Context: an optimization exercise on an open-source flow, tuned for small area, a short achievable clock period and few clock cycles. The choices shown serve that exercise and are no tape-out recipe. At most, simulation tests tie the RTL to the original design; equivalence was not proved.

==> inputs of job 4293 <==
// alu
module alu #(
    parameter INT_W  = 6,
    parameter FRAC_W = 10,
    parameter INST_W = 4,
    parameter DATA_W = INT_W + FRAC_W
)(
    input                     i_clk,
    input                     i_rst_n,
    input signed [DATA_W-1:0] i_data_a,
    input signed [DATA_W-1:0] i_data_b,
    input        [INST_W-1:0] i_inst,
    output                    o_valid,
    output                    o_busy,
    output       [DATA_W-1:0] o_data
);
clock: 32.0 ns
lec_check: 0
cap_margin: 20
core_margin: 2
core_utilization: 40
slew_margin: 20
run.sh (not shown) runs the stock make flow with config.mk's settings and CLKGATE_MAP_FILE= SYNTH_SCRIPT=/design/flow/synth_recipe.tcl, a recipe that flattens the netlist after the stock synthesis.
==> job 9090: changes against job 4293 <==
--- a/flow/design.v
+++ b/flow/design.v
@@ -368,65 +368,72 @@
 wire km_c59 = y2[14] & 1'b1;
 wire [29:0] km_r0 = {1'b1, 1'b1, 1'b0, km_c59, km_c58, km_c57, km_c56, km_c55, km_c54, km_c53, km_c52, km_c51, km_c50, km_c49, km_c48, km_c47, km_c46, km_c45, km_c44, km_c43, km_c42, km_c41, km_c40, km_c39, km_c38, km_c37, km_s37, y2[2], y2[1], y2[0]};
 wire [29:0] km_r1 = {1'b0, 1'b0, 1'b0, y2[15], km_s59, km_s58, km_s57, km_s56, km_s55, km_s54, km_s53, km_s52, km_s51, km_s50, km_s49, km_s48, km_s47, km_s46, km_s45, km_s44, km_s43, km_s42, km_s41, km_s40, km_s39, km_s38, y2[0], y2[0], 1'b0, 1'b0};
 wire [29:0] km_sum = km_r0 + km_r1;
 assign gM = km_sum[29:14];
 wire [19:0] fm = {y2[3:0], x2};
-reg  [3:0]  flz;
+reg [3:0] flz;
 always @(*) begin
-    flz = 4'd12;
-    for (i = 11; i >= 0; i = i - 1)
-        if (fm[19-i]) flz = i[3:0];
+    flz = 4'd11;
+    for (i = 10; i >= 0; i = i - 1)
+        if (fm[18-i]) flz = i[3:0];
 end
-reg [4:0] pop;
+wire [18:0] fn    = fm[19] ? fm[19:1] : (fm[18:0] << flz);
+wire        fbias = fn[7] & (fn[8] | (|fn[6:0]));
+wire [10:0] fman  = {1'b0, fn[17:8]} + {10'b0, fbias};
+wire [4:0]  fexp  = y2[8:4] + {4'b0, fm[19]} - {1'b0, fm[19] ? 4'd0 : flz} + {4'b0, fman[10]};
+wire [15:0] rfp   = {y2[9], fexp, fman[9:0]};
+wire signed [15:0] sx2 = x2;
+wire signed [15:0] sy2 = y2;
+wire signed [16:0] sadd = sx2 + sy2;
+wire signed [16:0] ssub = sx2 - sy2;
+wire [15:0] radd = (sadd[16] != sadd[15]) ? {sadd[16], {15{~sadd[16]}}} : sadd[15:0];
+wire [15:0] rsub = (ssub[16] != ssub[15]) ? {ssub[16], {15{~ssub[16]}}} : ssub[15:0];
+reg [3:0] clz;
 always @(*) begin
-    pop = 5'd0;
+    clz = 4'd0;
     for (i = 0; i < 16; i = i + 1)
-        pop = pop + {4'b0, x2[i]};
-end
-reg [15:0] x3;
-reg [16:0] y3;
-reg [3:0]  op3;
-reg        gin3;
-always @(posedge i_clk) begin
-    op3  <= op2;
-    gin3 <= gin2;
-    x3   <= (op2 == 4'd6) ? {11'b0, pop} : x2;
-    y3   <= (op2 == 4'd4) ? {1'b0, gM}
-          : op2[3] ? {3'b0, flz, y2[9:0]} : {y2[15], y2};
+        if (x2[i]) clz = 4'd15 - i[3:0];
 end
-wire               ssb  = op3[0];
-wire        [15:0] syy  = y3[15:0] ^ {16{ssb}};
-wire        [16:0] sres = {x3[15], x3} + {syy[15], syy} + {16'b0, ssb};
-wire        [15:0] rads = (sres[16] != sres[15]) ? {sres[16], {15{~sres[16]}}} : sres[15:0];
-reg [3:0] clz;
+reg [4:0] pop;
 always @(*) begin
-    clz = 4'd0;
+    pop = 5'd0;
     for (i = 0; i < 16; i = i + 1)
-        if (x3[i]) clz = 4'd15 - i[3:0];
+        pop = pop + {4'b0, x2[i]};
 end
+wire [31:0] jy  = {y2, ~y2} << pop;
 function [31:0] lfsr_seq(input [15:0] x);
     integer j;
     reg [31:0] u;
     begin
         u = {x, 16'b0};
         for (j = 0; j < 16; j = j + 1)
             u[15-j] = u[31-j] ^ u[29-j] ^ u[28-j] ^ u[26-j];
         lfsr_seq = u;
     end
 endfunction
-wire [31:0] lu = lfsr_seq(x3);
-wire        isfp = op3[3];
-wire [31:0] shv  = isfp ? {y3[3:0], x3, 12'b0} : (op3[0] ? lu : {y3[15:0], ~y3[15:0]});
-wire [4:0]  shn  = isfp ? {1'b0, y3[13:10]} : (op3[0] ? y3[4:0] : x3[4:0]);
-wire [31:0] shw  = shv << shn;
-wire [18:0] fn   = shw[31:13];
-wire        fbias = fn[7] & (fn[8] | (|fn[6:0]));
-wire [10:0] fman  = {1'b0, fn[17:8]} + {10'b0, fbias};
-wire [4:0]  fexp  = y3[8:4] + 5'd1 - {1'b0, y3[13:10]} + {4'b0, fman[10]};
-wire [15:0] rfp   = {y3[9], fexp, fman[9:0]};
+wire [31:0] lu = lfsr_seq(x2);
+wire [31:0] ly = lu << y2[4:0];
+reg [15:0] x3;
+reg [16:0] y3;
+reg [3:0]  op3;
+reg        gin3;
+always @(posedge i_clk) begin
+    op3  <= op2;
+    gin3 <= gin2;
+    y3   <= (op2 == 4'd4) ? {1'b0, gM} : {y2[15], y2};
+    case (op2)
+        4'd0: x3 <= radd;
+        4'd1: x3 <= rsub;
+        4'd5: x3 <= {12'b0, clz};
+        4'd6: x3 <= jy[31:16];
+        4'd7: x3 <= ly[31:16];
+        4'd8, 4'd9: x3 <= rfp;
+        default: x3 <= x2;
+    endcase
+end
 wire [23:0] prod;
 wire m1_w0 = x3[0] ^ 1'b0;
 wire m1_w1 = (x3[1] & ~x3[0] & ~1'b0) | (~x3[1] & x3[0] & 1'b0);
 wire m1_w2 = x3[1] & ~(x3[0] & 1'b0);
 wire m1_w3 = ((m1_w0 & y3[0]) | (m1_w1 & 1'b0)) ^ m1_w2;
 wire m1_w4 = ((m1_w0 & y3[1]) | (m1_w1 & y3[0])) ^ m1_w2;
@@ -848,19 +855,13 @@
 reg [3:0]  op4;
 reg        gin4;
 always @(posedge i_clk) begin
     op4  <= op3;
     gin4 <= gin3;
     p4   <= prod;
-    case (op3)
-        4'd0, 4'd1: x4 <= rads;
-        4'd5: x4 <= {12'b0, clz};
-        4'd6, 4'd7: x4 <= shw[31:16];
-        4'd8, 4'd9: x4 <= rfp;
-        default: x4 <= x3;
-    endcase
+    x4   <= x3;
 end
 wire signed [22:0] mtr  = p4[23:1] + {22'b0, p4[0]};
 wire [15:0] mrnd = (mtr > 23'sd32767) ? 16'h7fff : (mtr < -23'sd32768) ? 16'h8000 : mtr[15:0];
 wire signed [12:0] s1   = p4[19:7] + {12'b0, p4[6]};
 wire [12:0]        s1ab = s1[12] ? -s1 : s1;
 wire signed [12:0] s1h  = s1 + (s1[12] ? -13'sd511 : 13'sd513);
==> comparison <==
- Of job 4293 and job 9090, job 9090 has the higher cell count (gap about 7.5%, measured against job 9090).
- In job 9090 the setup slack is worse than in job 4293, by 0.030 ns.
- Non-clock buffer count: job 9090 is higher than job 4293 (10).
- Between job 9090 and job 4293, the lower area after synthesis is in job 4293 (gap 4.7%, measured against job 4293).
==> figures <==
GR met1 Demand/Resource: job 4293 28.5%; job 9090 31.5%
Outcome: job 4293 no timing/DRC/antenna violations; job 9090 no timing/DRC/antenna violations
Synth Area in Compound Gates: job 4293 21.0%; job 9090 22.6%
FF+latch area: job 4293 4400 um2; job 9090 4390 um2
Total number of multi-input combinational cells: job 4293 2,704; job 9090 3,014
Detailed Place HPWL: job 4293 62,700 um; job 9090 70,500 um
Reg2reg setup slack: job 4293 24.54 ns; job 9090 24.06 ns
Clock-cell share of area: job 4293 2.69%; job 9090 3.09%
Fraction of standard cell area that is sequential: job 4293 13.9%; job 9090 13.2%
Testbench counts of job 4293, summed over its fixed seeds: cycles 1,648.
Function not checked in job 9090: the RTL went through the layout flow alone.

==> what the ideal ports hide <==
The flow's constraints put no driver on any port. The routed layouts listed below were extracted and timed again, unchanged, in two steps. Step 1: set_driving_cell puts a clkbuf_16 on i_clk and a buf_2 on each other input, an assumption about the parent block. Step 2 also shifts input and output timing later by t, the mid clock arrival at the registers, as if the neighbouring blocks saw the same clock. Three values: ideal ports, drivers, drivers and shift; two values: the first two.
run | t (ns) | setup slack, ns | clock arrival spread, ns | worst register clock-pin slew, ns | pins driven straight from the clock port
job 4293 | 0.595 | 24.020 / 23.970 / 24.540 | 0.024 / 0.024 | 0.07 / 0.07 | 1
job 9090 | 0.621 | 23.989 / 23.930 / 24.062 | 0.011 / 0.010 | 0.07 / 0.07 | 1
After both steps every run listed still meets setup and hold.
